What follows belongs to an exercise in optimizing a design on an open flow for small area and a short achievable clock period; a production flow would make more cautious choices. Function was checked by simulation only, so behaviour that the tests miss may differ from the original.

$ cat design/flow/flow/run.sh
#!/bin/bash
# Own layout flow: the standard flow (standard.sh) with two changes:
#  - the full-adder and half-adder modules (fa, ha) are kept as their own modules through
#    synthesis, so each becomes one sky130 fa/ha cell, and the netlist is flattened at the end
#    as the standard synthesis does;
#  - port buffers are buf_2 cells instead of the default delay-buffer cell.
set -euo pipefail
W=$PWD
export SYNTH_KEEP_MODULES="fa ha"
export BUFFER_PORTS_ARGS="-buffer_cell sky130_fd_sc_hd__buf_1"
export CTS_BUF_LIST=sky130_fd_sc_hd__clkbuf_8
export SETUP_SLACK_MARGIN=8
export ABC_AREA=1
bash "$W/standard.sh" > "$W/standard_flow.log" 2>&1
$ cat design/flow/constraint.sdc
create_clock -name core_clock -period 18.0 [get_ports {clk}]
set_input_delay 3.6000 -clock core_clock [delete_from_list [all_inputs] [get_ports {clk}]]
set_output_delay 3.6000 -clock core_clock [all_outputs]
set_load 0.01 [all_outputs]
$ cat design/flow/design.v
module fa (input logic a, b, c, output logic s, co);
  assign s = a ^ b ^ c;
  assign co = (a & b) | (a & c) | (b & c);
endmodule
module ha (input logic a, b, output logic s, co);
  assign s = a ^ b;
  assign co = a & b;
endmodule
module multiplier (input logic [15:0] x, y, output logic [15:0] p);
  logic b1_1;
  logic b2_2;
  logic bn_3;
  logic xn4;
  logic xn5;
  logic xn6;
  logic xn7;
  logic xn8;
  logic xn9;
  logic xn10;
  logic xn11;
  logic xn12;
  logic xn13;
  logic xn14;
  logic xn15;
  logic xn16;
  logic xn17;
  logic xn18;
  logic xn19;
  logic xn20;
  logic pp21;
  logic pp22;
  logic pp23;
  logic pp24;
  logic pp25;
  logic pp26;
  logic pp27;
  logic pp28;
  logic pp29;
  logic pp30;
  logic pp31;
  logic pp32;
  logic pp33;
  logic pp34;
  logic pp35;
  logic pp36;
  logic pp37;
  logic pp38;
  logic b1_39;
  logic b2_40;
  logic bn_41;
  logic xn42;
  logic xn43;
  logic xn44;
  logic xn45;
  logic xn46;
  logic xn47;
  logic xn48;
  logic xn49;
  logic xn50;
  logic xn51;
  logic xn52;
  logic xn53;
  logic xn54;
  logic xn55;
  logic xn56;
  logic xn57;
  logic xn58;
  logic pp59;
  logic pp60;
  logic pp61;
  logic pp62;
  logic pp63;
  logic pp64;
  logic pp65;
  logic pp66;
  logic pp67;
  logic pp68;
  logic pp69;
  logic pp70;
  logic pp71;
  logic pp72;
  logic pp73;
  logic pp74;
  logic pp75;
  logic pp76;
  logic b1_77;
  logic b2_78;
  logic bn_79;
  logic xn80;
  logic xn81;
  logic xn82;
  logic xn83;
  logic xn84;
  logic xn85;
  logic xn86;
  logic xn87;
  logic xn88;
  logic xn89;
  logic xn90;
  logic xn91;
  logic xn92;
  logic xn93;
  logic xn94;
  logic xn95;
  logic xn96;
  logic pp97;
  logic pp98;
  logic pp99;
  logic pp100;
  logic pp101;
  logic pp102;
  logic pp103;
  logic pp104;
  logic pp105;
  logic pp106;
  logic pp107;
  logic pp108;
  logic pp109;
  logic pp110;
  logic pp111;
  logic pp112;
  logic pp113;
  logic pp114;
  logic b1_115;
  logic b2_116;
  logic bn_117;
  logic xn118;
  logic xn119;
  logic xn120;
  logic xn121;
  logic xn122;
  logic xn123;
  logic xn124;
  logic xn125;
  logic xn126;
  logic xn127;
  logic xn128;
  logic xn129;
  logic xn130;
  logic xn131;
  logic xn132;
  logic xn133;
  logic xn134;
  logic pp135;
  logic pp136;
  logic pp137;
  logic pp138;
  logic pp139;
  logic pp140;
  logic pp141;
  logic pp142;
  logic pp143;
  logic pp144;
  logic pp145;
  logic pp146;
  logic pp147;
  logic pp148;
  logic pp149;
  logic pp150;
  logic pp151;
  logic pp152;
  logic b1_153;
  logic b2_154;
  logic bn_155;
  logic xn156;
  logic xn157;
  logic xn158;
  logic xn159;
  logic xn160;
  logic xn161;
  logic xn162;
  logic xn163;
  logic xn164;
  logic xn165;
  logic xn166;
  logic xn167;
  logic xn168;
  logic xn169;
  logic xn170;
  logic xn171;
  logic xn172;
  logic pp173;
  logic pp174;
  logic pp175;
  logic pp176;
  logic pp177;
  logic pp178;
  logic pp179;
  logic pp180;
  logic pp181;
  logic pp182;
  logic pp183;
  logic pp184;
  logic pp185;
  logic pp186;
  logic pp187;
  logic pp188;
  logic pp189;
  logic pp190;
  logic b1_191;
  logic b2_192;
  logic bn_193;
  logic xn194;
  logic xn195;
  logic xn196;
  logic xn197;
  logic xn198;
  logic xn199;
  logic xn200;
  logic xn201;
  logic xn202;
  logic xn203;
  logic xn204;
  logic xn205;
  logic xn206;
  logic xn207;
  logic xn208;
  logic xn209;
  logic xn210;
  logic pp211;
  logic pp212;
  logic pp213;
  logic pp214;
  logic pp215;
  logic pp216;
  logic pp217;
  logic pp218;
  logic pp219;
  logic pp220;
  logic pp221;
  logic pp222;
  logic pp223;
  logic pp224;
  logic pp225;
  logic pp226;
  logic pp227;
  logic pp228;
  logic b1_229;
  logic b2_230;
  logic bn_231;
  logic xn232;
  logic xn233;
  logic xn234;
  logic xn235;
  logic xn236;
  logic xn237;
  logic xn238;
  logic xn239;
  logic xn240;
  logic xn241;
  logic xn242;
  logic xn243;
  logic xn244;
  logic xn245;
  logic xn246;
  logic xn247;
  logic xn248;
  logic pp249;
  logic pp250;
  logic pp251;
  logic pp252;
  logic pp253;
  logic pp254;
  logic pp255;
  logic pp256;
  logic pp257;
  logic pp258;
  logic pp259;
  logic pp260;
  logic pp261;
  logic pp262;
  logic pp263;
  logic pp264;
  logic pp265;
  logic pp266;
  logic b1_267;
  logic b2_268;
  logic bn_269;
  logic xn270;
  logic xn271;
  logic xn272;
  logic xn273;
  logic xn274;
  logic xn275;
  logic xn276;
  logic xn277;
  logic xn278;
  logic xn279;
  logic xn280;
  logic xn281;
  logic xn282;
  logic xn283;
  logic xn284;
  logic xn285;
  logic xn286;
  logic pp287;
  logic pp288;
  logic pp289;
  logic pp290;
  logic pp291;
  logic pp292;
  logic pp293;
  logic pp294;
  logic pp295;
  logic pp296;
  logic pp297;
  logic pp298;
  logic pp299;
  logic pp300;
  logic pp301;
  logic pp302;
  logic pp303;
  logic pp304;
  logic pp305;
  logic pp306;
  logic pp307;
  logic pp308;
  logic pp309;
  logic pp310;
  logic pp311;
  logic pp312;
  logic pp313;
  logic pp314;
  logic pp315;
  logic pp316;
  logic pp317;
  logic pp318;
  logic pp319;
  logic pp320;
  logic s321;
  logic c322;
  logic s323;
  logic c324;
  logic s325;
  logic c326;
  logic s327;
  logic c328;
  logic s329;
  logic c330;
  logic s331;
  logic c332;
  logic s333;
  logic c334;
  logic s335;
  logic c336;
  logic s337;
  logic c338;
  logic s339;
  logic c340;
  logic s341;
  logic c342;
  logic s343;
  logic c344;
  logic s345;
  logic c346;
  logic s347;
  logic c348;
  logic s349;
  logic c350;
  logic s351;
  logic c352;
  logic s353;
  logic c354;
  logic s355;
  logic c356;
  logic s357;
  logic c358;
  logic s359;
  logic c360;
  logic s361;
  logic c362;
  logic s363;
  logic c364;
  logic s365;
  logic c366;
  logic s367;
  logic c368;
  logic s369;
  logic c370;
  logic s371;
  logic c372;
  logic s373;
  logic c374;
  logic s375;
  logic c376;
  logic s377;
  logic c378;
  logic s379;
  logic c380;
  logic s381;
  logic c382;
  logic s383;
  logic c384;
  logic s385;
  logic c386;
  logic s387;
  logic c388;
  logic s389;
  logic c390;
  logic s391;
  logic c392;
  logic s393;
  logic c394;
  logic s395;
  logic c396;
  logic s397;
  logic c398;
  logic s399;
  logic c400;
  logic s401;
  logic c402;
  logic s403;
  logic c404;
  logic s405;
  logic c406;
  logic s407;
  logic c408;
  logic s409;
  logic c410;
  logic s411;
  logic c412;
  logic s413;
  logic c414;
  logic s415;
  logic c416;
  logic s417;
  logic c418;
  logic s419;
  logic c420;
  logic s421;
  logic c422;
  logic s423;
  logic c424;
  logic s425;
  logic c426;
  logic s427;
  logic c428;
  logic s429;
  logic c430;
  logic s431;
  logic c432;
  logic s433;
  logic c434;
  logic s435;
  logic c436;
  logic s437;
  logic c438;
  logic s439;
  logic c440;
  logic s441;
  logic c442;
  logic s443;
  logic c444;
  logic s445;
  logic c446;
  logic s447;
  logic c448;
  logic s449;
  logic c450;
  logic s451;
  logic c452;
  logic s453;
  logic c454;
  logic s455;
  logic c456;
  logic s457;
  logic c458;
  logic s459;
  logic c460;
  logic s461;
  logic c462;
  logic s463;
  logic c464;
  logic s465;
  logic c466;
  logic s467;
  logic c468;
  logic s469;
  logic c470;
  logic s471;
  logic c472;
  logic s473;
  logic c474;
  logic s475;
  logic c476;
  logic s477;
  logic c478;
  logic s479;
  logic c480;
  logic s481;
  logic c482;
  logic s483;
  logic c484;
  logic s485;
  logic c486;
  logic s487;
  logic c488;
  logic s489;
  logic c490;
  logic s491;
  logic c492;
  logic s493;
  logic c494;
  logic s495;
  logic c496;
  logic s497;
  logic c498;
  logic s499;
  logic c500;
  logic s501;
  logic c502;
  logic s503;
  logic c504;
  logic s505;
  logic c506;
  logic s507;
  logic c508;
  logic s509;
  logic c510;
  logic s511;
  logic c512;
  logic s513;
  logic c514;
  logic s515;
  logic c516;
  logic s517;
  logic c518;
  logic s519;
  logic c520;
  logic s521;
  logic c522;
  logic s523;
  logic c524;
  logic s525;
  logic c526;
  logic s527;
  logic c528;
  logic s529;
  logic c530;
  logic s531;
  logic c532;
  logic s533;
  logic c534;
  logic s535;
  logic c536;
  logic s537;
  logic c538;
  logic s539;
  logic c540;
  logic s541;
  logic c542;
  logic s543;
  logic c544;
  logic s545;
  logic c546;
  logic s547;
  logic c548;
  logic s549;
  logic c550;
  logic s551;
  logic c552;
  logic s553;
  logic c554;
  logic s555;
  logic c556;
  logic s557;
  logic c558;
  logic s559;
  logic c560;
  logic s561;
  logic c562;
  logic s563;
  logic c564;
  logic s565;
  logic c566;
  logic s567;
  logic c568;
  logic s569;
  logic c570;
  logic s571;
  logic c572;
  logic s573;
  logic c574;
  logic s575;
  logic c576;
  logic s577;
  logic c578;
  logic s579;
  logic c580;
  logic s581;
  logic c582;
  logic s583;
  logic c584;
  assign b1_1 = y[0] ^ 1'b0;
  assign b2_2 = (y[1] & ~y[0] & ~1'b0) | (~y[1] & y[0] & 1'b0);
  assign bn_3 = y[1] & ~(y[0] & 1'b0);
  assign xn4 = x[0] ^ bn_3;
  assign xn5 = x[1] ^ bn_3;
  assign xn6 = x[2] ^ bn_3;
  assign xn7 = x[3] ^ bn_3;
  assign xn8 = x[4] ^ bn_3;
  assign xn9 = x[5] ^ bn_3;
  assign xn10 = x[6] ^ bn_3;
  assign xn11 = x[7] ^ bn_3;
  assign xn12 = x[8] ^ bn_3;
  assign xn13 = x[9] ^ bn_3;
  assign xn14 = x[10] ^ bn_3;
  assign xn15 = x[11] ^ bn_3;
  assign xn16 = x[12] ^ bn_3;
  assign xn17 = x[13] ^ bn_3;
  assign xn18 = x[14] ^ bn_3;
  assign xn19 = x[15] ^ bn_3;
  assign xn20 = 1'b0 ^ bn_3;
  assign pp21 = (b1_1 & xn4) | (b2_2 & bn_3);
  assign pp22 = (b1_1 & xn5) | (b2_2 & xn4);
  assign pp23 = (b1_1 & xn6) | (b2_2 & xn5);
  assign pp24 = (b1_1 & xn7) | (b2_2 & xn6);
  assign pp25 = (b1_1 & xn8) | (b2_2 & xn7);
  assign pp26 = (b1_1 & xn9) | (b2_2 & xn8);
  assign pp27 = (b1_1 & xn10) | (b2_2 & xn9);
  assign pp28 = (b1_1 & xn11) | (b2_2 & xn10);
  assign pp29 = (b1_1 & xn12) | (b2_2 & xn11);
  assign pp30 = (b1_1 & xn13) | (b2_2 & xn12);
  assign pp31 = (b1_1 & xn14) | (b2_2 & xn13);
  assign pp32 = (b1_1 & xn15) | (b2_2 & xn14);
  assign pp33 = (b1_1 & xn16) | (b2_2 & xn15);
  assign pp34 = (b1_1 & xn17) | (b2_2 & xn16);
  assign pp35 = (b1_1 & xn18) | (b2_2 & xn17);
  assign pp36 = (b1_1 & xn19) | (b2_2 & xn18);
  assign pp37 = (b1_1 & xn20) | (b2_2 & xn19);
  assign pp38 = ~bn_3;
  assign b1_39 = y[2] ^ y[1];
  assign b2_40 = (y[3] & ~y[2] & ~y[1]) | (~y[3] & y[2] & y[1]);
  assign bn_41 = y[3] & ~(y[2] & y[1]);
  assign xn42 = x[0] ^ bn_41;
  assign xn43 = x[1] ^ bn_41;
  assign xn44 = x[2] ^ bn_41;
  assign xn45 = x[3] ^ bn_41;
  assign xn46 = x[4] ^ bn_41;
  assign xn47 = x[5] ^ bn_41;
  assign xn48 = x[6] ^ bn_41;
  assign xn49 = x[7] ^ bn_41;
  assign xn50 = x[8] ^ bn_41;
  assign xn51 = x[9] ^ bn_41;
  assign xn52 = x[10] ^ bn_41;
  assign xn53 = x[11] ^ bn_41;
  assign xn54 = x[12] ^ bn_41;
  assign xn55 = x[13] ^ bn_41;
  assign xn56 = x[14] ^ bn_41;
  assign xn57 = x[15] ^ bn_41;
  assign xn58 = 1'b0 ^ bn_41;
  assign pp59 = (b1_39 & xn42) | (b2_40 & bn_41);
  assign pp60 = (b1_39 & xn43) | (b2_40 & xn42);
  assign pp61 = (b1_39 & xn44) | (b2_40 & xn43);
  assign pp62 = (b1_39 & xn45) | (b2_40 & xn44);
  assign pp63 = (b1_39 & xn46) | (b2_40 & xn45);
  assign pp64 = (b1_39 & xn47) | (b2_40 & xn46);
  assign pp65 = (b1_39 & xn48) | (b2_40 & xn47);
  assign pp66 = (b1_39 & xn49) | (b2_40 & xn48);
  assign pp67 = (b1_39 & xn50) | (b2_40 & xn49);
  assign pp68 = (b1_39 & xn51) | (b2_40 & xn50);
  assign pp69 = (b1_39 & xn52) | (b2_40 & xn51);
  assign pp70 = (b1_39 & xn53) | (b2_40 & xn52);
  assign pp71 = (b1_39 & xn54) | (b2_40 & xn53);
  assign pp72 = (b1_39 & xn55) | (b2_40 & xn54);
  assign pp73 = (b1_39 & xn56) | (b2_40 & xn55);
  assign pp74 = (b1_39 & xn57) | (b2_40 & xn56);
  assign pp75 = (b1_39 & xn58) | (b2_40 & xn57);
  assign pp76 = ~bn_41;
  assign b1_77 = y[4] ^ y[3];
  assign b2_78 = (y[5] & ~y[4] & ~y[3]) | (~y[5] & y[4] & y[3]);
  assign bn_79 = y[5] & ~(y[4] & y[3]);
  assign xn80 = x[0] ^ bn_79;
  assign xn81 = x[1] ^ bn_79;
  assign xn82 = x[2] ^ bn_79;
  assign xn83 = x[3] ^ bn_79;
  assign xn84 = x[4] ^ bn_79;
  assign xn85 = x[5] ^ bn_79;
  assign xn86 = x[6] ^ bn_79;
  assign xn87 = x[7] ^ bn_79;
  assign xn88 = x[8] ^ bn_79;
  assign xn89 = x[9] ^ bn_79;
  assign xn90 = x[10] ^ bn_79;
  assign xn91 = x[11] ^ bn_79;
  assign xn92 = x[12] ^ bn_79;
  assign xn93 = x[13] ^ bn_79;
  assign xn94 = x[14] ^ bn_79;
  assign xn95 = x[15] ^ bn_79;
  assign xn96 = 1'b0 ^ bn_79;
  assign pp97 = (b1_77 & xn80) | (b2_78 & bn_79);
  assign pp98 = (b1_77 & xn81) | (b2_78 & xn80);
  assign pp99 = (b1_77 & xn82) | (b2_78 & xn81);
  assign pp100 = (b1_77 & xn83) | (b2_78 & xn82);
  assign pp101 = (b1_77 & xn84) | (b2_78 & xn83);
  assign pp102 = (b1_77 & xn85) | (b2_78 & xn84);
  assign pp103 = (b1_77 & xn86) | (b2_78 & xn85);
  assign pp104 = (b1_77 & xn87) | (b2_78 & xn86);
  assign pp105 = (b1_77 & xn88) | (b2_78 & xn87);
  assign pp106 = (b1_77 & xn89) | (b2_78 & xn88);
  assign pp107 = (b1_77 & xn90) | (b2_78 & xn89);
  assign pp108 = (b1_77 & xn91) | (b2_78 & xn90);
  assign pp109 = (b1_77 & xn92) | (b2_78 & xn91);
  assign pp110 = (b1_77 & xn93) | (b2_78 & xn92);
  assign pp111 = (b1_77 & xn94) | (b2_78 & xn93);
  assign pp112 = (b1_77 & xn95) | (b2_78 & xn94);
  assign pp113 = (b1_77 & xn96) | (b2_78 & xn95);
  assign pp114 = ~bn_79;
  assign b1_115 = y[6] ^ y[5];
  assign b2_116 = (y[7] & ~y[6] & ~y[5]) | (~y[7] & y[6] & y[5]);
  assign bn_117 = y[7] & ~(y[6] & y[5]);
  assign xn118 = x[0] ^ bn_117;
  assign xn119 = x[1] ^ bn_117;
  assign xn120 = x[2] ^ bn_117;
  assign xn121 = x[3] ^ bn_117;
  assign xn122 = x[4] ^ bn_117;
  assign xn123 = x[5] ^ bn_117;
  assign xn124 = x[6] ^ bn_117;
  assign xn125 = x[7] ^ bn_117;
  assign xn126 = x[8] ^ bn_117;
  assign xn127 = x[9] ^ bn_117;
  assign xn128 = x[10] ^ bn_117;
  assign xn129 = x[11] ^ bn_117;
  assign xn130 = x[12] ^ bn_117;
  assign xn131 = x[13] ^ bn_117;
  assign xn132 = x[14] ^ bn_117;
  assign xn133 = x[15] ^ bn_117;
  assign xn134 = 1'b0 ^ bn_117;
  assign pp135 = (b1_115 & xn118) | (b2_116 & bn_117);
  assign pp136 = (b1_115 & xn119) | (b2_116 & xn118);
  assign pp137 = (b1_115 & xn120) | (b2_116 & xn119);
  assign pp138 = (b1_115 & xn121) | (b2_116 & xn120);
  assign pp139 = (b1_115 & xn122) | (b2_116 & xn121);
  assign pp140 = (b1_115 & xn123) | (b2_116 & xn122);
  assign pp141 = (b1_115 & xn124) | (b2_116 & xn123);
  assign pp142 = (b1_115 & xn125) | (b2_116 & xn124);
  assign pp143 = (b1_115 & xn126) | (b2_116 & xn125);
  assign pp144 = (b1_115 & xn127) | (b2_116 & xn126);
  assign pp145 = (b1_115 & xn128) | (b2_116 & xn127);
  assign pp146 = (b1_115 & xn129) | (b2_116 & xn128);
  assign pp147 = (b1_115 & xn130) | (b2_116 & xn129);
  assign pp148 = (b1_115 & xn131) | (b2_116 & xn130);
  assign pp149 = (b1_115 & xn132) | (b2_116 & xn131);
  assign pp150 = (b1_115 & xn133) | (b2_116 & xn132);
  assign pp151 = (b1_115 & xn134) | (b2_116 & xn133);
  assign pp152 = ~bn_117;
  assign b1_153 = y[8] ^ y[7];
  assign b2_154 = (y[9] & ~y[8] & ~y[7]) | (~y[9] & y[8] & y[7]);
  assign bn_155 = y[9] & ~(y[8] & y[7]);
  assign xn156 = x[0] ^ bn_155;
  assign xn157 = x[1] ^ bn_155;
  assign xn158 = x[2] ^ bn_155;
  assign xn159 = x[3] ^ bn_155;
  assign xn160 = x[4] ^ bn_155;
  assign xn161 = x[5] ^ bn_155;
  assign xn162 = x[6] ^ bn_155;
  assign xn163 = x[7] ^ bn_155;
  assign xn164 = x[8] ^ bn_155;
  assign xn165 = x[9] ^ bn_155;
  assign xn166 = x[10] ^ bn_155;
  assign xn167 = x[11] ^ bn_155;
  assign xn168 = x[12] ^ bn_155;
  assign xn169 = x[13] ^ bn_155;
  assign xn170 = x[14] ^ bn_155;
  assign xn171 = x[15] ^ bn_155;
  assign xn172 = 1'b0 ^ bn_155;
  assign pp173 = (b1_153 & xn156) | (b2_154 & bn_155);
  assign pp174 = (b1_153 & xn157) | (b2_154 & xn156);
  assign pp175 = (b1_153 & xn158) | (b2_154 & xn157);
  assign pp176 = (b1_153 & xn159) | (b2_154 & xn158);
  assign pp177 = (b1_153 & xn160) | (b2_154 & xn159);
  assign pp178 = (b1_153 & xn161) | (b2_154 & xn160);
  assign pp179 = (b1_153 & xn162) | (b2_154 & xn161);
  assign pp180 = (b1_153 & xn163) | (b2_154 & xn162);
  assign pp181 = (b1_153 & xn164) | (b2_154 & xn163);
  assign pp182 = (b1_153 & xn165) | (b2_154 & xn164);
  assign pp183 = (b1_153 & xn166) | (b2_154 & xn165);
  assign pp184 = (b1_153 & xn167) | (b2_154 & xn166);
  assign pp185 = (b1_153 & xn168) | (b2_154 & xn167);
  assign pp186 = (b1_153 & xn169) | (b2_154 & xn168);
  assign pp187 = (b1_153 & xn170) | (b2_154 & xn169);
  assign pp188 = (b1_153 & xn171) | (b2_154 & xn170);
  assign pp189 = (b1_153 & xn172) | (b2_154 & xn171);
  assign pp190 = ~bn_155;
  assign b1_191 = y[10] ^ y[9];
  assign b2_192 = (y[11] & ~y[10] & ~y[9]) | (~y[11] & y[10] & y[9]);
  assign bn_193 = y[11] & ~(y[10] & y[9]);
  assign xn194 = x[0] ^ bn_193;
  assign xn195 = x[1] ^ bn_193;
  assign xn196 = x[2] ^ bn_193;
  assign xn197 = x[3] ^ bn_193;
  assign xn198 = x[4] ^ bn_193;
  assign xn199 = x[5] ^ bn_193;
  assign xn200 = x[6] ^ bn_193;
  assign xn201 = x[7] ^ bn_193;
  assign xn202 = x[8] ^ bn_193;
  assign xn203 = x[9] ^ bn_193;
  assign xn204 = x[10] ^ bn_193;
  assign xn205 = x[11] ^ bn_193;
  assign xn206 = x[12] ^ bn_193;
  assign xn207 = x[13] ^ bn_193;
  assign xn208 = x[14] ^ bn_193;
  assign xn209 = x[15] ^ bn_193;
  assign xn210 = 1'b0 ^ bn_193;
  assign pp211 = (b1_191 & xn194) | (b2_192 & bn_193);
  assign pp212 = (b1_191 & xn195) | (b2_192 & xn194);
  assign pp213 = (b1_191 & xn196) | (b2_192 & xn195);
  assign pp214 = (b1_191 & xn197) | (b2_192 & xn196);
  assign pp215 = (b1_191 & xn198) | (b2_192 & xn197);
  assign pp216 = (b1_191 & xn199) | (b2_192 & xn198);
  assign pp217 = (b1_191 & xn200) | (b2_192 & xn199);
  assign pp218 = (b1_191 & xn201) | (b2_192 & xn200);
  assign pp219 = (b1_191 & xn202) | (b2_192 & xn201);
  assign pp220 = (b1_191 & xn203) | (b2_192 & xn202);
  assign pp221 = (b1_191 & xn204) | (b2_192 & xn203);
  assign pp222 = (b1_191 & xn205) | (b2_192 & xn204);
  assign pp223 = (b1_191 & xn206) | (b2_192 & xn205);
  assign pp224 = (b1_191 & xn207) | (b2_192 & xn206);
  assign pp225 = (b1_191 & xn208) | (b2_192 & xn207);
  assign pp226 = (b1_191 & xn209) | (b2_192 & xn208);
  assign pp227 = (b1_191 & xn210) | (b2_192 & xn209);
  assign pp228 = ~bn_193;
  assign b1_229 = y[12] ^ y[11];
  assign b2_230 = (y[13] & ~y[12] & ~y[11]) | (~y[13] & y[12] & y[11]);
  assign bn_231 = y[13] & ~(y[12] & y[11]);
  assign xn232 = x[0] ^ bn_231;
  assign xn233 = x[1] ^ bn_231;
  assign xn234 = x[2] ^ bn_231;
  assign xn235 = x[3] ^ bn_231;
  assign xn236 = x[4] ^ bn_231;
  assign xn237 = x[5] ^ bn_231;
  assign xn238 = x[6] ^ bn_231;
  assign xn239 = x[7] ^ bn_231;
  assign xn240 = x[8] ^ bn_231;
  assign xn241 = x[9] ^ bn_231;
  assign xn242 = x[10] ^ bn_231;
  assign xn243 = x[11] ^ bn_231;
  assign xn244 = x[12] ^ bn_231;
  assign xn245 = x[13] ^ bn_231;
  assign xn246 = x[14] ^ bn_231;
  assign xn247 = x[15] ^ bn_231;
  assign xn248 = 1'b0 ^ bn_231;
  assign pp249 = (b1_229 & xn232) | (b2_230 & bn_231);
  assign pp250 = (b1_229 & xn233) | (b2_230 & xn232);
  assign pp251 = (b1_229 & xn234) | (b2_230 & xn233);
  assign pp252 = (b1_229 & xn235) | (b2_230 & xn234);
  assign pp253 = (b1_229 & xn236) | (b2_230 & xn235);
  assign pp254 = (b1_229 & xn237) | (b2_230 & xn236);
  assign pp255 = (b1_229 & xn238) | (b2_230 & xn237);
  assign pp256 = (b1_229 & xn239) | (b2_230 & xn238);
  assign pp257 = (b1_229 & xn240) | (b2_230 & xn239);
  assign pp258 = (b1_229 & xn241) | (b2_230 & xn240);
  assign pp259 = (b1_229 & xn242) | (b2_230 & xn241);
  assign pp260 = (b1_229 & xn243) | (b2_230 & xn242);
  assign pp261 = (b1_229 & xn244) | (b2_230 & xn243);
  assign pp262 = (b1_229 & xn245) | (b2_230 & xn244);
  assign pp263 = (b1_229 & xn246) | (b2_230 & xn245);
  assign pp264 = (b1_229 & xn247) | (b2_230 & xn246);
  assign pp265 = (b1_229 & xn248) | (b2_230 & xn247);
  assign pp266 = ~bn_231;
  assign b1_267 = y[14] ^ y[13];
  assign b2_268 = (y[15] & ~y[14] & ~y[13]) | (~y[15] & y[14] & y[13]);
  assign bn_269 = y[15] & ~(y[14] & y[13]);
  assign xn270 = x[0] ^ bn_269;
  assign xn271 = x[1] ^ bn_269;
  assign xn272 = x[2] ^ bn_269;
  assign xn273 = x[3] ^ bn_269;
  assign xn274 = x[4] ^ bn_269;
  assign xn275 = x[5] ^ bn_269;
  assign xn276 = x[6] ^ bn_269;
  assign xn277 = x[7] ^ bn_269;
  assign xn278 = x[8] ^ bn_269;
  assign xn279 = x[9] ^ bn_269;
  assign xn280 = x[10] ^ bn_269;
  assign xn281 = x[11] ^ bn_269;
  assign xn282 = x[12] ^ bn_269;
  assign xn283 = x[13] ^ bn_269;
  assign xn284 = x[14] ^ bn_269;
  assign xn285 = x[15] ^ bn_269;
  assign xn286 = 1'b0 ^ bn_269;
  assign pp287 = (b1_267 & xn270) | (b2_268 & bn_269);
  assign pp288 = (b1_267 & xn271) | (b2_268 & xn270);
  assign pp289 = (b1_267 & xn272) | (b2_268 & xn271);
  assign pp290 = (b1_267 & xn273) | (b2_268 & xn272);
  assign pp291 = (b1_267 & xn274) | (b2_268 & xn273);
  assign pp292 = (b1_267 & xn275) | (b2_268 & xn274);
  assign pp293 = (b1_267 & xn276) | (b2_268 & xn275);
  assign pp294 = (b1_267 & xn277) | (b2_268 & xn276);
  assign pp295 = (b1_267 & xn278) | (b2_268 & xn277);
  assign pp296 = (b1_267 & xn279) | (b2_268 & xn278);
  assign pp297 = (b1_267 & xn280) | (b2_268 & xn279);
  assign pp298 = (b1_267 & xn281) | (b2_268 & xn280);
  assign pp299 = (b1_267 & xn282) | (b2_268 & xn281);
  assign pp300 = (b1_267 & xn283) | (b2_268 & xn282);
  assign pp301 = (b1_267 & xn284) | (b2_268 & xn283);
  assign pp302 = (b1_267 & xn285) | (b2_268 & xn284);
  assign pp303 = (b1_267 & xn286) | (b2_268 & xn285);
  assign pp304 = ~bn_269;
  assign pp305 = x[0] & y[15];
  assign pp306 = x[1] & y[15];
  assign pp307 = x[2] & y[15];
  assign pp308 = x[3] & y[15];
  assign pp309 = x[4] & y[15];
  assign pp310 = x[5] & y[15];
  assign pp311 = x[6] & y[15];
  assign pp312 = x[7] & y[15];
  assign pp313 = x[8] & y[15];
  assign pp314 = x[9] & y[15];
  assign pp315 = x[10] & y[15];
  assign pp316 = x[11] & y[15];
  assign pp317 = x[12] & y[15];
  assign pp318 = x[13] & y[15];
  assign pp319 = x[14] & y[15];
  assign pp320 = x[15] & y[15];
  ha us321 (.a(bn_193), .b(pp103), .s(s321), .co(c322));
  ha us323 (.a(pp104), .b(pp140), .s(s323), .co(c324));
  fa us325 (.a(bn_231), .b(pp105), .c(pp141), .s(s325), .co(c326));
  ha us327 (.a(pp177), .b(pp213), .s(s327), .co(c328));
  fa us329 (.a(pp106), .b(pp142), .c(pp178), .s(s329), .co(c330));
  ha us331 (.a(pp214), .b(pp250), .s(s331), .co(c332));
  fa us333 (.a(bn_269), .b(pp107), .c(pp143), .s(s333), .co(c334));
  fa us335 (.a(pp179), .b(pp215), .c(pp251), .s(s335), .co(c336));
  ha us337 (.a(pp287), .b(pp35), .s(s337), .co(c338));
  fa us339 (.a(pp108), .b(pp144), .c(pp180), .s(s339), .co(c340));
  fa us341 (.a(pp216), .b(pp252), .c(pp288), .s(s341), .co(c342));
  ha us343 (.a(pp36), .b(pp72), .s(s343), .co(c344));
  fa us345 (.a(pp305), .b(pp109), .c(pp145), .s(s345), .co(c346));
  fa us347 (.a(pp181), .b(pp217), .c(pp253), .s(s347), .co(c348));
  fa us349 (.a(pp289), .b(pp37), .c(pp73), .s(s349), .co(c350));
  fa us351 (.a(pp306), .b(bn_3), .c(pp110), .s(s351), .co(c352));
  fa us353 (.a(pp146), .b(pp182), .c(pp218), .s(s353), .co(c354));
  fa us355 (.a(pp254), .b(pp290), .c(pp74), .s(s355), .co(c356));
  fa us357 (.a(pp307), .b(bn_3), .c(pp111), .s(s357), .co(c358));
  fa us359 (.a(pp147), .b(pp183), .c(pp219), .s(s359), .co(c360));
  fa us361 (.a(pp255), .b(pp291), .c(pp75), .s(s361), .co(c362));
  fa us363 (.a(pp308), .b(pp38), .c(pp76), .s(s363), .co(c364));
  fa us365 (.a(pp112), .b(pp148), .c(pp184), .s(s365), .co(c366));
  fa us367 (.a(pp220), .b(pp256), .c(pp292), .s(s367), .co(c368));
  assign s369 = ~(pp309 ^ pp113);
  assign c370 = pp309 | pp113;
  fa us371 (.a(pp149), .b(pp185), .c(pp221), .s(s371), .co(c372));
  ha us373 (.a(pp257), .b(pp293), .s(s373), .co(c374));
  fa us375 (.a(pp310), .b(pp114), .c(pp150), .s(s375), .co(c376));
  fa us377 (.a(pp186), .b(pp222), .c(pp258), .s(s377), .co(c378));
  assign s379 = ~(pp311 ^ pp151);
  assign c380 = pp311 | pp151;
  ha us381 (.a(pp187), .b(pp223), .s(s381), .co(c382));
  fa us383 (.a(pp312), .b(pp152), .c(pp188), .s(s383), .co(c384));
  assign s385 = ~pp313;
  assign c386 = pp313;
  ha us387 (.a(bn_117), .b(pp135), .s(s387), .co(c388));
  ha us389 (.a(pp100), .b(pp136), .s(s389), .co(c390));
  fa us391 (.a(bn_155), .b(pp101), .c(pp137), .s(s391), .co(c392));
  ha us393 (.a(pp173), .b(pp29), .s(s393), .co(c394));
  fa us395 (.a(pp102), .b(pp138), .c(pp174), .s(s395), .co(c396));
  ha us397 (.a(pp30), .b(pp66), .s(s397), .co(c398));
  fa us399 (.a(pp139), .b(pp175), .c(pp211), .s(s399), .co(c400));
  fa us401 (.a(pp31), .b(pp67), .c(s321), .s(s401), .co(c402));
  fa us403 (.a(pp176), .b(pp212), .c(pp32), .s(s403), .co(c404));
  fa us405 (.a(pp68), .b(c322), .c(s323), .s(s405), .co(c406));
  fa us407 (.a(pp249), .b(pp33), .c(pp69), .s(s407), .co(c408));
  fa us409 (.a(c324), .b(s327), .c(s325), .s(s409), .co(c410));
  fa us411 (.a(pp34), .b(pp70), .c(c328), .s(s411), .co(c412));
  fa us413 (.a(s331), .b(c326), .c(s329), .s(s413), .co(c414));
  fa us415 (.a(pp71), .b(c332), .c(s337), .s(s415), .co(c416));
  fa us417 (.a(c330), .b(s333), .c(s335), .s(s417), .co(c418));
  fa us419 (.a(c338), .b(s343), .c(c334), .s(s419), .co(c420));
  fa us421 (.a(c336), .b(s339), .c(s341), .s(s421), .co(c422));
  fa us423 (.a(c344), .b(c340), .c(c342), .s(s423), .co(c424));
  fa us425 (.a(s345), .b(s347), .c(s349), .s(s425), .co(c426));
  fa us427 (.a(c346), .b(c348), .c(c350), .s(s427), .co(c428));
  fa us429 (.a(s351), .b(s353), .c(s355), .s(s429), .co(c430));
  fa us431 (.a(c352), .b(c354), .c(c356), .s(s431), .co(c432));
  fa us433 (.a(s357), .b(s359), .c(s361), .s(s433), .co(c434));
  fa us435 (.a(s363), .b(c358), .c(c360), .s(s435), .co(c436));
  fa us437 (.a(c362), .b(s365), .c(s367), .s(s437), .co(c438));
  fa us439 (.a(c364), .b(s373), .c(c366), .s(s439), .co(c440));
  fa us441 (.a(c368), .b(s369), .c(s371), .s(s441), .co(c442));
  fa us443 (.a(pp294), .b(c374), .c(c370), .s(s443), .co(c444));
  fa us445 (.a(c372), .b(s375), .c(s377), .s(s445), .co(c446));
  fa us447 (.a(pp259), .b(pp295), .c(s381), .s(s447), .co(c448));
  fa us449 (.a(c376), .b(c378), .c(s379), .s(s449), .co(c450));
  fa us451 (.a(pp224), .b(pp260), .c(pp296), .s(s451), .co(c452));
  fa us453 (.a(c382), .b(c380), .c(s383), .s(s453), .co(c454));
  fa us455 (.a(s385), .b(pp189), .c(pp225), .s(s455), .co(c456));
  fa us457 (.a(pp261), .b(pp297), .c(c384), .s(s457), .co(c458));
  fa us459 (.a(pp314), .b(pp190), .c(c386), .s(s459), .co(c460));
  fa us461 (.a(pp226), .b(pp262), .c(pp298), .s(s461), .co(c462));
  assign s463 = ~(pp315 ^ pp227);
  assign c464 = pp315 | pp227;
  ha us465 (.a(pp263), .b(pp299), .s(s465), .co(c466));
  fa us467 (.a(pp316), .b(pp228), .c(pp264), .s(s467), .co(c468));
  assign s469 = ~pp317;
  assign c470 = pp317;
  ha us471 (.a(bn_79), .b(pp25), .s(s471), .co(c472));
  ha us473 (.a(pp26), .b(pp62), .s(s473), .co(c474));
  fa us475 (.a(pp27), .b(pp63), .c(pp99), .s(s475), .co(c476));
  fa us477 (.a(pp28), .b(pp64), .c(c388), .s(s477), .co(c478));
  fa us479 (.a(pp65), .b(c390), .c(s393), .s(s479), .co(c480));
  fa us481 (.a(c394), .b(s397), .c(c392), .s(s481), .co(c482));
  fa us483 (.a(c398), .b(c396), .c(s399), .s(s483), .co(c484));
  fa us485 (.a(c400), .b(s403), .c(c402), .s(s485), .co(c486));
  fa us487 (.a(c404), .b(s407), .c(c406), .s(s487), .co(c488));
  fa us489 (.a(c408), .b(s411), .c(c410), .s(s489), .co(c490));
  fa us491 (.a(c412), .b(s415), .c(c414), .s(s491), .co(c492));
  fa us493 (.a(c416), .b(c418), .c(s419), .s(s493), .co(c494));
  fa us495 (.a(c420), .b(c422), .c(s423), .s(s495), .co(c496));
  fa us497 (.a(c424), .b(c426), .c(s427), .s(s497), .co(c498));
  fa us499 (.a(c428), .b(c430), .c(s431), .s(s499), .co(c500));
  fa us501 (.a(c432), .b(c434), .c(s435), .s(s501), .co(c502));
  fa us503 (.a(c436), .b(c438), .c(s439), .s(s503), .co(c504));
  fa us505 (.a(c440), .b(c442), .c(s443), .s(s505), .co(c506));
  fa us507 (.a(s447), .b(c444), .c(c446), .s(s507), .co(c508));
  fa us509 (.a(s451), .b(c448), .c(c450), .s(s509), .co(c510));
  fa us511 (.a(c452), .b(s455), .c(c454), .s(s511), .co(c512));
  fa us513 (.a(s459), .b(c456), .c(s461), .s(s513), .co(c514));
  fa us515 (.a(c460), .b(s465), .c(c462), .s(s515), .co(c516));
  fa us517 (.a(pp300), .b(c466), .c(c464), .s(s517), .co(c518));
  fa us519 (.a(s469), .b(pp265), .c(pp301), .s(s519), .co(c520));
  fa us521 (.a(pp318), .b(pp266), .c(c470), .s(s521), .co(c522));
  assign s523 = ~pp319;
  assign c524 = pp319;
  ha us525 (.a(bn_41), .b(pp23), .s(s525), .co(c526));
  ha us527 (.a(pp24), .b(pp60), .s(s527), .co(c528));
  fa us529 (.a(pp61), .b(pp97), .c(s471), .s(s529), .co(c530));
  fa us531 (.a(pp98), .b(c472), .c(s473), .s(s531), .co(c532));
  fa us533 (.a(c474), .b(s387), .c(s475), .s(s533), .co(c534));
  fa us535 (.a(s389), .b(c476), .c(s477), .s(s535), .co(c536));
  fa us537 (.a(s391), .b(c478), .c(s479), .s(s537), .co(c538));
  fa us539 (.a(s395), .b(c480), .c(s481), .s(s539), .co(c540));
  fa us541 (.a(s401), .b(c482), .c(s483), .s(s541), .co(c542));
  fa us543 (.a(s405), .b(c484), .c(s485), .s(s543), .co(c544));
  fa us545 (.a(s409), .b(c486), .c(s487), .s(s545), .co(c546));
  fa us547 (.a(s413), .b(c488), .c(s489), .s(s547), .co(c548));
  fa us549 (.a(s417), .b(c490), .c(s491), .s(s549), .co(c550));
  fa us551 (.a(s421), .b(c492), .c(s493), .s(s551), .co(c552));
  fa us553 (.a(s425), .b(c494), .c(s495), .s(s553), .co(c554));
  fa us555 (.a(s429), .b(c496), .c(s497), .s(s555), .co(c556));
  fa us557 (.a(s433), .b(c498), .c(s499), .s(s557), .co(c558));
  fa us559 (.a(s437), .b(c500), .c(s501), .s(s559), .co(c560));
  fa us561 (.a(s441), .b(c502), .c(s503), .s(s561), .co(c562));
  fa us563 (.a(s445), .b(c504), .c(s505), .s(s563), .co(c564));
  fa us565 (.a(s449), .b(c506), .c(s507), .s(s565), .co(c566));
  fa us567 (.a(s453), .b(c508), .c(s509), .s(s567), .co(c568));
  fa us569 (.a(s457), .b(c510), .c(s511), .s(s569), .co(c570));
  fa us571 (.a(c458), .b(s513), .c(c512), .s(s571), .co(c572));
  fa us573 (.a(s463), .b(c514), .c(s515), .s(s573), .co(c574));
  fa us575 (.a(s467), .b(c516), .c(s517), .s(s575), .co(c576));
  fa us577 (.a(c468), .b(s519), .c(c518), .s(s577), .co(c578));
  fa us579 (.a(pp302), .b(s521), .c(c520), .s(s579), .co(c580));
  fa us581 (.a(s523), .b(pp303), .c(c522), .s(s581), .co(c582));
  fa us583 (.a(pp320), .b(pp304), .c(c524), .s(s583), .co(c584));
  logic [31:0] ra, rb, sum;
  assign ra = {s583, s581, s579, s577, c574, s573, c570, c568, c566, c564, c562, c560, c558, c556, c554, c552, c550, c548, c546, c544, c542, c540, c538, c536, c534, c532, c530, c528, c526, pp59, pp22, bn_3};
  assign rb = {c582, c580, c578, c576, s575, c572, s571, s569, s567, s565, s563, s561, s559, s557, s555, s553, s551, s549, s547, s545, s543, s541, s539, s537, s535, s533, s531, s529, s527, s525, 1'b0, pp21};
  logic [31:0] g0, p0;
  assign g0 = ra & rb;
  assign p0 = ra ^ rb;
  logic gg1_1, pp1_1;
  assign gg1_1 = g0[1] | (p0[1] & g0[0]);
  assign pp1_1 = p0[1] & p0[0];
  logic gg1_3, pp1_3;
  assign gg1_3 = g0[3] | (p0[3] & g0[2]);
  assign pp1_3 = p0[3] & p0[2];
  logic gg1_5, pp1_5;
  assign gg1_5 = g0[5] | (p0[5] & g0[4]);
  assign pp1_5 = p0[5] & p0[4];
  logic gg1_7, pp1_7;
  assign gg1_7 = g0[7] | (p0[7] & g0[6]);
  assign pp1_7 = p0[7] & p0[6];
  logic gg1_9, pp1_9;
  assign gg1_9 = g0[9] | (p0[9] & g0[8]);
  assign pp1_9 = p0[9] & p0[8];
  logic gg1_11, pp1_11;
  assign gg1_11 = g0[11] | (p0[11] & g0[10]);
  assign pp1_11 = p0[11] & p0[10];
  logic gg1_13, pp1_13;
  assign gg1_13 = g0[13] | (p0[13] & g0[12]);
  assign pp1_13 = p0[13] & p0[12];
  logic gg1_15, pp1_15;
  assign gg1_15 = g0[15] | (p0[15] & g0[14]);
  assign pp1_15 = p0[15] & p0[14];
  logic gg1_17, pp1_17;
  assign gg1_17 = g0[17] | (p0[17] & g0[16]);
  assign pp1_17 = p0[17] & p0[16];
  logic gg1_19, pp1_19;
  assign gg1_19 = g0[19] | (p0[19] & g0[18]);
  assign pp1_19 = p0[19] & p0[18];
  logic gg1_21, pp1_21;
  assign gg1_21 = g0[21] | (p0[21] & g0[20]);
  assign pp1_21 = p0[21] & p0[20];
  logic gg1_23, pp1_23;
  assign gg1_23 = g0[23] | (p0[23] & g0[22]);
  assign pp1_23 = p0[23] & p0[22];
  logic gg1_25, pp1_25;
  assign gg1_25 = g0[25] | (p0[25] & g0[24]);
  assign pp1_25 = p0[25] & p0[24];
  logic gg1_27, pp1_27;
  assign gg1_27 = g0[27] | (p0[27] & g0[26]);
  assign pp1_27 = p0[27] & p0[26];
  logic gg1_29, pp1_29;
  assign gg1_29 = g0[29] | (p0[29] & g0[28]);
  assign pp1_29 = p0[29] & p0[28];
  logic gg1_31, pp1_31;
  assign gg1_31 = g0[31] | (p0[31] & g0[30]);
  assign pp1_31 = p0[31] & p0[30];
  logic gg2_3, pp2_3;
  assign gg2_3 = gg1_3 | (pp1_3 & gg1_1);
  assign pp2_3 = pp1_3 & pp1_1;
  logic gg2_7, pp2_7;
  assign gg2_7 = gg1_7 | (pp1_7 & gg1_5);
  assign pp2_7 = pp1_7 & pp1_5;
  logic gg2_11, pp2_11;
  assign gg2_11 = gg1_11 | (pp1_11 & gg1_9);
  assign pp2_11 = pp1_11 & pp1_9;
  logic gg2_15, pp2_15;
  assign gg2_15 = gg1_15 | (pp1_15 & gg1_13);
  assign pp2_15 = pp1_15 & pp1_13;
  logic gg2_19, pp2_19;
  assign gg2_19 = gg1_19 | (pp1_19 & gg1_17);
  assign pp2_19 = pp1_19 & pp1_17;
  logic gg2_23, pp2_23;
  assign gg2_23 = gg1_23 | (pp1_23 & gg1_21);
  assign pp2_23 = pp1_23 & pp1_21;
  logic gg2_27, pp2_27;
  assign gg2_27 = gg1_27 | (pp1_27 & gg1_25);
  assign pp2_27 = pp1_27 & pp1_25;
  logic gg2_31, pp2_31;
  assign gg2_31 = gg1_31 | (pp1_31 & gg1_29);
  assign pp2_31 = pp1_31 & pp1_29;
  logic gg3_7, pp3_7;
  assign gg3_7 = gg2_7 | (pp2_7 & gg2_3);
  assign pp3_7 = pp2_7 & pp2_3;
  logic gg3_15, pp3_15;
  assign gg3_15 = gg2_15 | (pp2_15 & gg2_11);
  assign pp3_15 = pp2_15 & pp2_11;
  logic gg3_23, pp3_23;
  assign gg3_23 = gg2_23 | (pp2_23 & gg2_19);
  assign pp3_23 = pp2_23 & pp2_19;
  logic gg3_31, pp3_31;
  assign gg3_31 = gg2_31 | (pp2_31 & gg2_27);
  assign pp3_31 = pp2_31 & pp2_27;
  logic gg4_15, pp4_15;
  assign gg4_15 = gg3_15 | (pp3_15 & gg3_7);
  assign pp4_15 = pp3_15 & pp3_7;
  logic gg4_31, pp4_31;
  assign gg4_31 = gg3_31 | (pp3_31 & gg3_23);
  assign pp4_31 = pp3_31 & pp3_23;
  logic gg5_31, pp5_31;
  assign gg5_31 = gg4_31 | (pp4_31 & gg4_15);
  assign pp5_31 = pp4_31 & pp4_15;
  logic gg7_23, pp7_23;
  assign gg7_23 = gg3_23 | (pp3_23 & gg4_15);
  assign pp7_23 = pp3_23 & pp4_15;
  logic gg8_11, pp8_11;
  assign gg8_11 = gg2_11 | (pp2_11 & gg3_7);
  assign pp8_11 = pp2_11 & pp3_7;
  logic gg8_19, pp8_19;
  assign gg8_19 = gg2_19 | (pp2_19 & gg4_15);
  assign pp8_19 = pp2_19 & pp4_15;
  logic gg8_27, pp8_27;
  assign gg8_27 = gg2_27 | (pp2_27 & gg7_23);
  assign pp8_27 = pp2_27 & pp7_23;
  logic gg9_5, pp9_5;
  assign gg9_5 = gg1_5 | (pp1_5 & gg2_3);
  assign pp9_5 = pp1_5 & pp2_3;
  logic gg9_9, pp9_9;
  assign gg9_9 = gg1_9 | (pp1_9 & gg3_7);
  assign pp9_9 = pp1_9 & pp3_7;
  logic gg9_13, pp9_13;
  assign gg9_13 = gg1_13 | (pp1_13 & gg8_11);
  assign pp9_13 = pp1_13 & pp8_11;
  logic gg9_17, pp9_17;
  assign gg9_17 = gg1_17 | (pp1_17 & gg4_15);
  assign pp9_17 = pp1_17 & pp4_15;
  logic gg9_21, pp9_21;
  assign gg9_21 = gg1_21 | (pp1_21 & gg8_19);
  assign pp9_21 = pp1_21 & pp8_19;
  logic gg9_25, pp9_25;
  assign gg9_25 = gg1_25 | (pp1_25 & gg7_23);
  assign pp9_25 = pp1_25 & pp7_23;
  logic gg9_29, pp9_29;
  assign gg9_29 = gg1_29 | (pp1_29 & gg8_27);
  assign pp9_29 = pp1_29 & pp8_27;
  logic gg10_2, pp10_2;
  assign gg10_2 = g0[2] | (p0[2] & gg1_1);
  assign pp10_2 = p0[2] & pp1_1;
  logic gg10_4, pp10_4;
  assign gg10_4 = g0[4] | (p0[4] & gg2_3);
  assign pp10_4 = p0[4] & pp2_3;
  logic gg10_6, pp10_6;
  assign gg10_6 = g0[6] | (p0[6] & gg9_5);
  assign pp10_6 = p0[6] & pp9_5;
  logic gg10_8, pp10_8;
  assign gg10_8 = g0[8] | (p0[8] & gg3_7);
  assign pp10_8 = p0[8] & pp3_7;
  logic gg10_10, pp10_10;
  assign gg10_10 = g0[10] | (p0[10] & gg9_9);
  assign pp10_10 = p0[10] & pp9_9;
  logic gg10_12, pp10_12;
  assign gg10_12 = g0[12] | (p0[12] & gg8_11);
  assign pp10_12 = p0[12] & pp8_11;
  logic gg10_14, pp10_14;
  assign gg10_14 = g0[14] | (p0[14] & gg9_13);
  assign pp10_14 = p0[14] & pp9_13;
  logic gg10_16, pp10_16;
  assign gg10_16 = g0[16] | (p0[16] & gg4_15);
  assign pp10_16 = p0[16] & pp4_15;
  logic gg10_18, pp10_18;
  assign gg10_18 = g0[18] | (p0[18] & gg9_17);
  assign pp10_18 = p0[18] & pp9_17;
  logic gg10_20, pp10_20;
  assign gg10_20 = g0[20] | (p0[20] & gg8_19);
  assign pp10_20 = p0[20] & pp8_19;
  logic gg10_22, pp10_22;
  assign gg10_22 = g0[22] | (p0[22] & gg9_21);
  assign pp10_22 = p0[22] & pp9_21;
  logic gg10_24, pp10_24;
  assign gg10_24 = g0[24] | (p0[24] & gg7_23);
  assign pp10_24 = p0[24] & pp7_23;
  logic gg10_26, pp10_26;
  assign gg10_26 = g0[26] | (p0[26] & gg9_25);
  assign pp10_26 = p0[26] & pp9_25;
  logic gg10_28, pp10_28;
  assign gg10_28 = g0[28] | (p0[28] & gg8_27);
  assign pp10_28 = p0[28] & pp8_27;
  logic gg10_30, pp10_30;
  assign gg10_30 = g0[30] | (p0[30] & gg9_29);
  assign pp10_30 = p0[30] & pp9_29;
  assign sum[0] = p0[0];
  assign sum[31:1] = p0[31:1] ^ {gg10_30, gg9_29, gg10_28, gg8_27, gg10_26, gg9_25, gg10_24, gg7_23, gg10_22, gg9_21, gg10_20, gg8_19, gg10_18, gg9_17, gg10_16, gg4_15, gg10_14, gg9_13, gg10_12, gg8_11, gg10_10, gg9_9, gg10_8, gg3_7, gg10_6, gg9_5, gg10_4, gg2_3, gg10_2, gg1_1, g0[0]};
  assign p = sum[30:15];
endmodule
module divider (input logic [15:0] N,D,IA0,IA1,IA2,IA3,
                input logic clk, reset, kSave, nSave, dSave, kNextSel,
                input logic [1:0] muxSelB,
                output logic [15:0] quotient, remainder);
  logic [15:0] n, d, k, left, right, p;
  logic s0, s1, s2, s3, sk;
  assign s0 = ~reset & kNextSel & (D[14:13] == 2'd0);
  assign s1 = ~reset & kNextSel & (D[14:13] == 2'd1);
  assign s2 = ~reset & kNextSel & (D[14:13] == 2'd2);
  assign s3 = ~reset & kNextSel & (D[14:13] == 2'd3);
  assign sk = ~reset & ~kNextSel;
  assign left = ({16{s0}} & IA0) | ({16{s1}} & IA1) | ({16{s2}} & IA2) | ({16{s3}} & IA3)
              | ({16{sk}} & k);
  always_comb
    case (muxSelB)
      2'd0: right = N;
      2'd1: right = D;
      2'd2: right = n;
      default: right = d;
    endcase
  multiplier mult(.x(left), .y(right), .p(p));
  always_ff @(posedge clk) begin
    if (nSave | reset) n <= p;
    if (dSave | reset) d <= p;
    if (kSave | reset) k <= ~(p | {16{reset}});
    if (nSave | reset) quotient <= n & {16{~reset}};
  end
  assign remainder = 16'b0;
endmodule
$ cat design/flow/config.mk
export PLATFORM = sky130hd
export DESIGN_NAME = divider
export DESIGN_NICKNAME = divider
export VERILOG_FILES = /design/flow/design.v
export SDC_FILE = /design/flow/constraint.sdc
export NUM_CORES = 4
export LEC_CHECK = 0
export CAP_MARGIN = 20
export CORE_MARGIN = 2
export CORE_UTILIZATION = 40
export SLEW_MARGIN = 20
$ cat design/flow/standard.sh
#!/bin/bash
# synth_recipe.tcl (not shown) runs the flow's synth.tcl, then flattens the netlist and writes it again
# the make line also repeats each setting of config.mk as NAME=value (left out here)
make -C /OpenROAD-flow-scripts/flow DESIGN_CONFIG=/design/flow/config.mk WORK_HOME=/design/flow/orfs CLKGATE_MAP_FILE= SYNTH_SCRIPT=/design/flow/synth_recipe.tcl "${@:-finish}"
==> results.txt, run 1 <==
- Floorplan row count: 56
- Reg2reg path depth: 27
- R2r endpoint: k[8]
- Fill cell count: 2294
- CTS Sinks: 64
- Routed via count: 7884
- Yosys reg bits: 64
- Core area: 0.0233 mm2
- Maximum fanout along the worst path: 16
- Hold WS: roughly 560 ps
- Inserted Clock Buffers: 9
- Crit-path max cell delay: slightly above 500 ps
- Final Hold Vio Count: 0
- DRT Wirelength: 27.7 mm
- Critical Path End: k[8]
- Hold crit path type: reg2reg
- Yosys warning total: 1
- Final period util: 53.3%
- Final instance area: around 0.011 mm2
- Setup violations, final: 0
- Post-synth ARST share: 0%
- Pre-antenna DRT Iters: 5
- Cell Count, Final, Fillers Out: around 1400
- Setup_tns: 0 ps
- Area growth syn-to-layout: 12.6%
- Commonest non-fill, non-tap cells in the layout: 128 x o22ai_1, 127 x xor2_1, 119 x nand2_1, 116 x buf_1, 115 x fa_1
- Die W: 157 um
- Total GRT Usage: 22.3%
- Vias per cell: 5.50
- Number of max-slew violations in the final report: 0
- First-pass GRT wire length: approximately 42 mm
- Syn avg cell area: 9.50 um2
- Critical R2R Launch: n[5]
- Placed cell areas: 0.0100 mm2
- Cells after Synth: between 900 and 1000
- Max clock buf depth: 2
- Fmax: 104 MHz
- Final min period: 9600 ps
- Initial antenna violation count: 1
- Die Span Y: 157 um
- Worst EP arrival: a little under 10000 ps
- Yosys cell types: 43
- CP endpoint kind: flip-flop
- Die area: 0.0247 mm2
- Post-route ant nets: 0
- Fin nets: 1384
- Status: finished clean
- Clock transition at path regs: 70 ps
- Mapped Area: ~0.0094 mm2
- Post-route DRC: 0
- RSZ-0062 raised after global routing: false
- CTS H-tree lvls: 3
- Layout Skew: ~7.4 ps
- Antenna diodes: 0
- CP max stage cell: fa_1
- Starting DRC count in detailed routing: about 670
- Top Ports: 136
- Port buffer count: 119
- CP most frequent cell: fa_1
- Slew margin rel.: approximately 44%
- Worst Path Required: 18090 ps
- Number of synthesized flops with an enable pin: 64
- Seq/Total Area, Yosys: 20.5%
- Worst-margin pin slew: 837 ps
- CTS root buf: clkbuf_8
- Setup CP Type: in2reg
- Area of the multi-input gates: 0.00689 mm2
- Starting Density: 40.3%
- CTS tree: built
- Register area: slightly below 0.002 mm2
- Worst reg2reg setup slack: 11690 ps
- Worst skew pair latency: 350 ps
- Most common cell after layout, fill and taps aside: o22ai_1
- Gr ovfl total: 0
- RD Place Congestion: 0.911
- Cells after DPL: around 1400
- Layout cell share with drive strength beyond 1: 10.9%
- WL/cell: ~19 um
- Post-Route Utilization: 45.4%
- Max Cap Viol: 0
- Hpwl dp: approximately 22 mm
- Crit. Startpoint: muxSelB[1]
- Post-synth top flop: edfxtp_1
- Largest net degree at the start of global routing: 39
- CP startpoint kind: input pin
- Vias in the first global route: a little under 8000
==> metal layers <==
layer  share of wire [%]  GRT usage, %
met5                   0             0
met4                 2.1          5.97
met3                 7.2          4.10
met2                  49          38.0
met1                  42          29.3
==> per-stage QoR <==
step	setup WS (ps)
CTS	8120
detailed placement	6800
global route	7990
finish	8400
global placement	7050
floorplan	8500
==> worst max-delay path: cells and delay by family <==
family / cells / cell delay [ps]
AOI/OAI and AO/OA: 6 / 990
xor gates and xnor gates: 2 / 430
adders and majority gates: 7 / 2770
buffers and inverters: 5 / 860
and+or+nand+nor: 9 / 1030
==> registers in the layout, summed over array words and instances (netlist names) <==
name	cells
quotient	16
n	16
d	16
k	16
==> modules after synthesis (local to each module, per instance) <==
module | flops+latches | cells
divider | 64 | 863
fa | 0 | 1
ha | 0 | 1
==> area by class of cell <==
class,count,share of cell area [%]
Timing Repair Buffer,151,6.86
Clock buffer,9,1.17
Clock inverter,7,0.912
Tap cell,319,3.78
Inverter,103,3.88
Multi-Input combinational cell,781,65.2
Sequential cell,64,18.2
==> synth_stat cells, drive strengths merged (20+ instances only) <==
library cell	count	area, um2
ha	55	688
xor2	127	1110
edfxtp	64	1920
inv	96	360
nand2	135	537
buf	40	269
nand3	20	100
o21ai	29	149
nor2	81	347
fa	115	2300
o22ai	129	807
==> logic make-up (layout without fill, tap and decap cells) <==
family	count (synthesis)	after routing	share of synthesized area [%]
and+or+nand+nor	251	252	12.1
AOI/OAI and AO/OA	213	213	15.8
adders and majority gates	170	170	31.9
buffers and inverters	159	270	7.63
xor gates and xnor gates	130	130	12.1
DFF	64	64	20.5
other	1	16	0.0400
==> how the worst min path moves through the flow <==
stage / cells after the start / from / to
global route: 2 / n[4] / quotient[4]
finish: 2 / n[13] / quotient[13]
detailed placement: 2 / n[13] / quotient[13]
floorplan: 2 / n[14] / quotient[14]
global placement: 2 / n[7] / quotient[7]
CTS: 2 / n[13] / quotient[13]
==> timing repair <==
action	4_1_cts	5_1_grt
cloned	0	1
hold endpoints to repair	0	0
hold buffers	0	0
setup buffers	3	21
pin swaps	1	5
resized for setup	10	27
setup endpoints to repair	45	28
==> run 2: changes to the inputs <==
--- a/design/flow/flow/run.sh
+++ b/design/flow/flow/run.sh
@@ -9,6 +9,6 @@
 export SYNTH_KEEP_MODULES="fa ha"
 export BUFFER_PORTS_ARGS="-buffer_cell sky130_fd_sc_hd__buf_1"
 export CTS_BUF_LIST=sky130_fd_sc_hd__clkbuf_8
-export SETUP_SLACK_MARGIN=8
+export SETUP_SLACK_MARGIN=8.5
 export ABC_AREA=1
 bash "$W/standard.sh" > "$W/standard_flow.log" 2>&1
==> run 2 against run 1 <==
Net effect:
- area after synthesis is the same
- sequential share of layout area shrank 0.81 points
- synthesized cell count is the same
- hold slack lost 8.9 ps
- non-clock buffer count grew 43
- routed wire length grew 1.5%
- core utilization grew 2.1 points
- die area is the same
- largest cell class unchanged
==> results.txt, run 2 <==
- Hold crit path type: reg2reg
- Starting Density: 40.3%
- Max Cap Viol: 0
- Die W: 157 um
- RD Place Congestion: 0.922
- Hpwl dp: 22.1 mm
- Final min period: around 9300 ps
- Most common cell after layout, fill and taps aside: o22ai_1
- Max clock buf depth: 2
- Number of max-slew violations in the final report: 0
- Area growth syn-to-layout: 17.8%
- Worst skew pair latency: about 340 ps
- Setup_tns: 0 ps
- Floorplan row count: between 50 and 60
- Hold WS: 553 ps
- Register area: 0.00192 mm2
- Starting DRC count in detailed routing: 639
- Yosys warning total: 1
- Total GRT Usage: 22.6%
- CTS root buf: clkbuf_8
- Yosys reg bits: 64
- Number of synthesized flops with an enable pin: between 60 and 70
- Post-synth top flop: edfxtp_1
- Gr ovfl total: 0
- Hold Buf Count CTS: 0
- Post-synth ARST share: 0%
- Top cells by count, synth: 129 x o22ai_1, 127 x xor2_1, 123 x nand2_1, 115 x fa_1, 83 x inv_1
- Top Ports: 136
- Largest net degree at the start of global routing: 39
- Setup CP Type: in2reg
- CP endpoint kind: flip-flop
- Area of the multi-input gates: a little over 0.007 mm2
- Fmax: 108 MHz
- Initial antenna violation count: 0
- First-pass GRT wire length: 42.4 mm
- Pre-antenna DRT Iters: 5
- Antenna diodes: 0
- Layout Skew: 8.49 ps
- Synth top area share: 24.5%
- Die Span Y: ~160 um
- Port buffer count: 119
- WL/cell: between 15 and 20 um
- Worst-margin pin slew: 812 ps
- Final Hold Vio Count: 0
- Post-route ant nets: 0
- Fill cell count: ~2200
- RSZ-0062 raised after global routing: true
- Commonest non-fill, non-tap cells in the layout: 124 x o22ai_1, 118 x xor2_1, 116 x nand2_1, 114 x buf_1, 111 x fa_1
- Yosys cell types: 43
- Dominant cell type by area after synthesis: fa_1
- Worst slack at placement: 6970 ps
- Inserted Clock Buffers: 9
- CTS H-tree lvls: 3
- Crit-path max cell delay: 500 ps
- Vias in the first global route: 7823
- Seq/Total Area, Yosys: 20.5%
- Setup ws final: 8730 ps
- Routed via count: 8009
- Setup violations, final: 0
- CTS Sinks: 64
- CP startpoint kind: input pin
- Synth area leaders: fa_1 25%, edfxtp_1 20%, xor2_1 12%
- Post-route DRC: 0
- Clock transition at path regs: about 60 ps
- Worst EP arrival: about 9400 ps
- Post-Route Utilization: roughly 48%
- Cells after Synth: 988
- CP max stage cell: fa_1
- Fin nets: 1427
- Vias per cell: 5.42
- Mapped Area: 0.00938 mm2
- Status: finished clean
- Top-count cell post-synth: o22ai_1
- Syn avg cell area: 9.50 um2
- Die area: 0.0247 mm2
- Final period util: 51.5%
- Maximum fanout along the worst path: 10
- Layout cell share with drive strength beyond 1: approximately 17%
- DRT Wirelength: 28.1 mm
- Core area: between 0.02 and 0.025 mm2
- CTS tree: built
- Slew margin rel.: 45.9%
- Worst Path Required: 18090 ps
-- run 2: cell counts after synthesis --
No cell type changed its count.
-- run 2: final cells by class --
| type | count | share of cell area, % |
|---|---|---|
| well taps | 319 | 3.61 |
| flip-flops and latches | 64 | 17.4 |
| clock inverters | 7 | 0.272 |
| repair buffers | 194 | 9.93 |
| inverters | 103 | 3.72 |
| clock buffers | 9 | 1.12 |
| multi-input cells | 781 | 64.0 |
-- run 2: kinds of logic after synthesis --
| group | synth area share [%] |
|---|---|
| AND/OR/NAND/NOR | 12.1 |
| AO/OA/AOI/OAI | 15.8 |
| adder cells (fa/ha/maj) | 31.9 |
| buffers and inverters | 7.63 |
| XOR/XNOR | 12.1 |
| flip-flops | 20.5 |
| other | 0.0400 |
-- run 2: through the flow --
stage | area (um2) | instances
floorplan | 9450 | 1003
finish | 11100 | 1477
CTS | 10600 | 1439
global route | 11100 | 1477
global placement | 10000 | 1393
detailed placement | 10000 | 1393
-- run 2: final timing paths --
path         startpoint           end  slack (ps)  cells after the start
max          muxSelB[0]         k[12]        8730                     31
min               n[12]  quotient[12]         550                      2
max reg2reg        n[7]         k[12]       12010                     26
min reg2reg       n[12]  quotient[12]         550                      2
-- run 2: repair_timing --
item | 4_1_cts | 5_1_grt
gates resized for setup | 43 | 45
setup buffers | 30 | 37
endpoints found under the setup margin | 48 | 39
gates cloned | 0 | 1
pin swaps | 14 | 10
-- run 2: Yosys stat by module (local to each module, per instance) --
module	area, um2	flops+latches
fa	20.0	0
ha	12.5	0
divider	7010	64
-- run 2: critical path, delay by kind of cell --
| kind | cells | cell delay [ps] |
|---|---|---|
| adder cells (fa/ha/maj) | 7 | 2640 |
| AND/OR/NAND/NOR | 11 | 1220 |
| XOR/XNOR | 2 | 340 |
| buffers and inverters | 6 | 850 |
| AO/OA/AOI/OAI | 5 | 720 |
-- run 2: metal layers --
layer	share of wire [%]	up-vias	track usage, %	wire length [um]
met3	8.5	39	4.24	2390
li1	-	3704	-	-
met1	42	3903	30.7	11900
met2	47	363	37.2	13200
met4	2.1	0	5.93	585
met5	0	-	0	0

afterwards: timing with drivers on the ports:
The flow's constraints put no driver on any port. The routed layouts listed below were extracted and timed again, unchanged, in two steps. Step 1 sets driving cells, clkbuf_16 on the clock port and buf_2 on the other inputs (assumed; they add their load-dependent delay and slew). Step 2, shift: input delay + t, output delay - t, t = (earliest + latest rising clock arrival at the registers) / 2. This alone moves slack from input paths to output paths. a / b / c = ideal ports / drivers / drivers and shift; a / b = the first two.
run	t, ns	setup slack, ns	latest minus earliest clock arrival (ns)
run 1	0.372	8.397 / 8.405 / 8.032	0.008 / 0.007
run 2	0.368	8.729 / 8.725 / 8.356	0.009 / 0.009
After both steps every run listed still meets setup and hold. For run 2, which loses most, drivers alone change the setup slack by -0.004 ns; drivers and shift together by -0.373 ns.
